Background: an optimization exercise with open tools, aiming at a short achievable clock period and few clock cycles. Do not read the settings as production practice. In this exercise RTL edits were held to simulation tests only and were not proved equivalent to the original.

job 101:
Design rv32i_cpu, start of the top module:
module rv32i_cpu (
    input  wire        clk,
    input  wire        reset,
    output wire [31:0] imem_addr,
    input  wire [31:0] imem_rdata,
    output wire [31:0] dmem_addr,
    output wire [31:0] dmem_wdata,
    output wire        dmem_we,
    output wire [3:0]  dmem_be,
    input  wire [31:0] dmem_rdata
);
    reg  [29:0] pa, pt;
    wire [29:0] pc = pa | pt;
    reg         f_valid;
    reg  [29:0] f_pc;
    reg  [31:0] f_ins;
    reg  [29:0] f_pc1;                             
    reg  [10:0] f_tbl;                             
    reg         f_lxhit;                           
    reg         f_r, f_i, f_ld, f_st, f_br, f_jal, f_jalr, f_lui, f_auipc;
    reg         f_use1, f_use2, f_brs2, f_wr;
    reg         lx_valid;
    reg  [7:0]  lx_pc;
    reg         e_wr, e_ld, e_st;                  
    reg         e_beq;                             
    reg         e_jalu;                            
    reg         e_blt;                             
    reg         e_jalr;                            
    reg  [3:0]  e_rd;
    reg  [31:0] e_a, e_b, e_bx, e_sd, e_pass;      
    reg         r_sum, r_xor, r_or, r_and, r_sll, r_sr, r_slt, r_sltu, r_pass;
    reg         e_sub, e_sra;
    reg  [2:0]  e_f3;
    reg         e_pred;                            
    reg         e_k;                               
    reg         e_addi;                            
    reg  [31:0] e_nimm;                            
    reg  [31:0] e_nimm2;                           
    reg         e_d_m;                             
    reg  [31:0] e_sa;                              
    reg  [4:0]  e_sh;                              
    reg  [29:0] e_alt;                             
    reg         m_wr, m_we, m_mis;                 
    reg         m_ld, m_jalr;
    reg  [3:0]  m_rd;
    reg  [31:0] m_res;
    reg  [29:0] m_alt;
    reg  [29:0] m_tgt;                             
    reg  [2:0]  m_f3;
  ...
make LEC_CHECK=0 ABC_CLOCK_PERIOD_IN_PS=2500 CAP_MARGIN=20 CORE_MARGIN=2 CORE_UTILIZATION=40 SETUP_SLACK_MARGIN=5 SLEW_MARGIN=20 finish   # period 8.0 ns
run.sh (not shown) runs the stock make flow with config.mk's settings and CLKGATE_MAP_FILE= SYNTH_SCRIPT=/design/flow/synth_recipe.tcl, a recipe that flattens the netlist after the stock synthesis.
Job 101 reached the end of the flow, and the finished layout is clean on the timing, design-rule and antenna checks.
Testbench counts of job 101, summed over its fixed seeds: cycles 55,046.
What job 102 does differently from job 101 at the input level:
diff --git a/flow/design.v b/flow/design.v
--- a/flow/design.v
+++ b/flow/design.v
@@ -232,23 +232,43 @@
     wire [31:0] sum;
     wire [31:0] res_o;                             
     wire a_s  = a_ex & r_sum;
     wire a_o  = a_ex & ~r_sum;
     wire b_s  = b_ex & r_sum;
     wire b_o  = b_ex & ~r_sum;
+    wire [31:0] A, B;                              
+    wire [32:0] ad;                                
+    wire [31:0] fa_d  = ({32{a_s}} & sum) | ({32{a_o}} & res_o) | ({32{~a_ex}} & d_v1);
+    wire [31:0] fb_d  = ({32{b_s}} & sum) | ({32{b_o}} & res_o) | ({32{~b_ex}} & d_b);
+    wire [31:0] fbx_d = ({32{b_s & ~d_sub}} & sum) | ({32{b_s & d_sub}} & ~sum) |
+                        ({32{b_o}} & (res_o ^ {32{d_sub}})) |
+                        ({32{~b_ex}} & (d_b ^ {32{d_sub}}));
+    wire [31:0] fm_d  = r_sum ? sum : res_o;
+    wire c_x   = A[31] ^ B[31];                    
+    wire c_lt  = r_slt & ~c_x;                     
+    wire c_lta = r_slt & c_x & A[31];              
+    wire c_o   = ~r_sum & ~r_slt & ~r_sltu;
+    wire fa0  = (a_ex & r_sum & ad[0]) | (a_ex & c_lt & ad[31]) | (a_ex & r_sltu & ~ad[32]) |
+                (a_ex & c_lta) | (a_ex & c_o & res_o[0]) | (~a_ex & d_v1[0]);
+    wire fb0  = (b_ex & r_sum & ad[0]) | (b_ex & c_lt & ad[31]) | (b_ex & r_sltu & ~ad[32]) |
+                (b_ex & c_lta) | (b_ex & c_o & res_o[0]) | (~b_ex & d_b[0]);
+    wire fbx0 = (b_ex & r_sum & ~d_sub & ad[0]) | (b_ex & r_sum & d_sub & ~ad[0]) |
+                (b_ex & c_lt & ~d_sub & ad[31]) | (b_ex & c_lt & d_sub & ~ad[31]) |
+                (b_ex & r_sltu & ~d_sub & ~ad[32]) | (b_ex & r_sltu & d_sub & ad[32]) |
+                (b_ex & r_slt & c_x & (A[31] ^ d_sub)) |
+                (b_ex & c_o & (res_o[0] ^ d_sub)) | (~b_ex & (d_b[0] ^ d_sub));
+    wire fm0  = (r_sum & ad[0]) | (c_lt & ad[31]) | (r_sltu & ~ad[32]) | c_lta | (c_o & res_o[0]);
     always @(posedge clk) begin
         e_rd   <= rd;
-        e_a    <= ({32{a_s}} & sum) | ({32{a_o}} & res_o) | ({32{~a_ex}} & d_v1);
-        e_b    <= ({32{b_s}} & sum) | ({32{b_o}} & res_o) | ({32{~b_ex}} & d_b);
-        e_bx   <= ({32{b_s & ~d_sub}} & sum) | ({32{b_s & d_sub}} & ~sum) |
-                  ({32{b_o}} & (res_o ^ {32{d_sub}})) |
-                  ({32{~b_ex}} & (d_b ^ {32{d_sub}}));
+        e_a    <= {fa_d[31:1], fa0};
+        e_b    <= {fb_d[31:1], fb0};
+        e_bx   <= {fbx_d[31:1], fbx0};
         e_sd   <= d_v2;
         if (d_shift) begin
-            e_sa <= ({32{a_s}} & sum) | ({32{a_o}} & res_o) | ({32{~a_ex}} & d_v1);
-            e_sh <= ({5{b_s}} & sum[4:0]) | ({5{b_o}} & res_o[4:0]) | ({5{~b_ex}} & d_b[4:0]);
+            e_sa <= {fa_d[31:1], fa0};
+            e_sh <= {fb_d[4:1], fb0};
         end
         e_d_m  <= d_ex;
         e_pass <= d_pass;
         r_sum  <= ((f_r | f_i) & f3 == 3'b000) | f_ld | f_st;
         r_sll  <= (f_r | f_i) & f3 == 3'b001;
         r_slt  <= (f_r | f_i) & f3 == 3'b010;
@@ -265,16 +285,16 @@
         e_k    <= f3[0] ^ d_pred;
         e_alt  <= d_alt;
         e_addi <= f_i & (f3 == 3'b000);
         e_nimm <= 32'd0 - imm_i;
         e_nimm2 <= 32'd0 - {imm_i[30:0], 1'b0};
     end
-    wire [31:0] A  = e_a;
-    wire [31:0] B  = e_b;
+    assign A = e_a;
+    assign B = e_b;
     wire [31:0] SD = e_d_m ? m_res : e_sd;      
-    wire [32:0] ad  = {1'b0, A} + {1'b0, e_bx} + {32'd0, e_sub};
+    assign ad = {1'b0, A} + {1'b0, e_bx} + {32'd0, e_sub};
     assign sum = ad[31:0];
     wire ltu = ~ad[32];
     wire lt  = (A[31] ^ B[31]) ? A[31] : ad[31];
     wire eq  = (A == B);
     wire [4:0]  sh   = e_sh;
     wire [31:0] sll  = e_sa << sh;
@@ -283,14 +303,12 @@
     wire [31:0] sr   = sr33[31:0];
     assign res_o = ({32{r_xor}}  & (A ^ B))
                  | ({32{r_or}}   & (A | B))
                  | ({32{r_and}}  & (A & B))
                  | ({32{r_sll}}  & sll)
                  | ({32{r_sr}}   & sr)
-                 | ({32{r_slt}}  & {31'd0, lt})
-                 | ({32{r_sltu}} & {31'd0, ltu})
                  | ({32{r_pass}} & e_pass);
     assign ex_redirect = (e_beq & (eq ^ e_k)) | e_jalu;
     assign ex_target   = e_alt;
     wire blt_taken = (e_f3[1] ? ltu : lt) ^ e_f3[0];
     wire ex_mis    = e_jalr | (e_blt & (blt_taken ^ e_pred));
     reg [3:0]  st_be;
@@ -323,13 +341,13 @@
         end
     end
     always @(posedge clk) begin
         m_ld    <= e_ld;
         m_jalr  <= e_jalr;
         m_rd    <= e_rd;
-        m_res   <= r_sum ? sum : res_o;
+        m_res   <= {fm_d[31:1], fm0};
         m_alt   <= e_alt;
         m_tgt   <= sum[31:2];
         m_f3    <= e_f3;
         m_be    <= st_be;
         m_wdata <= st_data;
     end
Results
Compared with job 101, job 102 shows number of gates resized after CTS higher by 138.
Sort job 101 and job 102 by share of the cycle needed by the critical path after routing, ascending, and job 101 comes first.
Re post-synthesis mux area share: job 101 and job 102 aren't equal, and the higher value belongs to job 102.
Sort job 101 and job 102 by final routed wirelength across all metal layers, descending, and job 102 comes first.
Worst setup path endpoint = pa[9]: job 101; worst setup path endpoint = pt[11]: job 102
Diff job 102..job 101 | die area | negligible
Looking at job 101 and job 102, the standard cell area after detailed placement is a wash.
Delta (job 102 minus job 101): fraction of area in registers has decreased, total clock buffers created by CTS has increased, cell count has increased, count of clock-buffer cells in the layout has decreased, synthesized cell count has decreased.
For job 102, the launch point of the critical path was imem_rdata[22], unlike job 101, where it was imem_rdata[25].
Wire length on met3 delta for job 102 relative to job 101: 1400 um lower
Of job 102 and job 101, it is job 102 that has the higher routed length on met2.
Testbench counts of job 102, summed over its fixed seeds: cycles 55,046.

[re-timing with driven ports]
In the flow no input, the clock included, has a driving cell. The finished layouts below were timed again as built, in two steps. Step 1, drivers: a clkbuf_16 drives clk and a buf_2 each remaining input, both assumed. Step 2 moves the port delays by t, midway between the first and last clock arrival at a register: inputs arrive t later, outputs are due t later. That takes back most of the time a late clock gives input paths. Slacks: no drivers / after step 1 / after step 2; pairs: no drivers / after step 1.
run | t (ns) | setup WS [ns] | worst setup path at the end
job 101 | 0.881 | 4.432 / 4.450 / 3.602 | input to register
job 102 | 0.847 | 4.411 / 4.422 / 3.576 | input to register
After both steps every run listed still meets setup and hold. For job 102, which loses most, drivers alone change the setup slack by +0.011 ns; drivers and shift together by -0.835 ns.
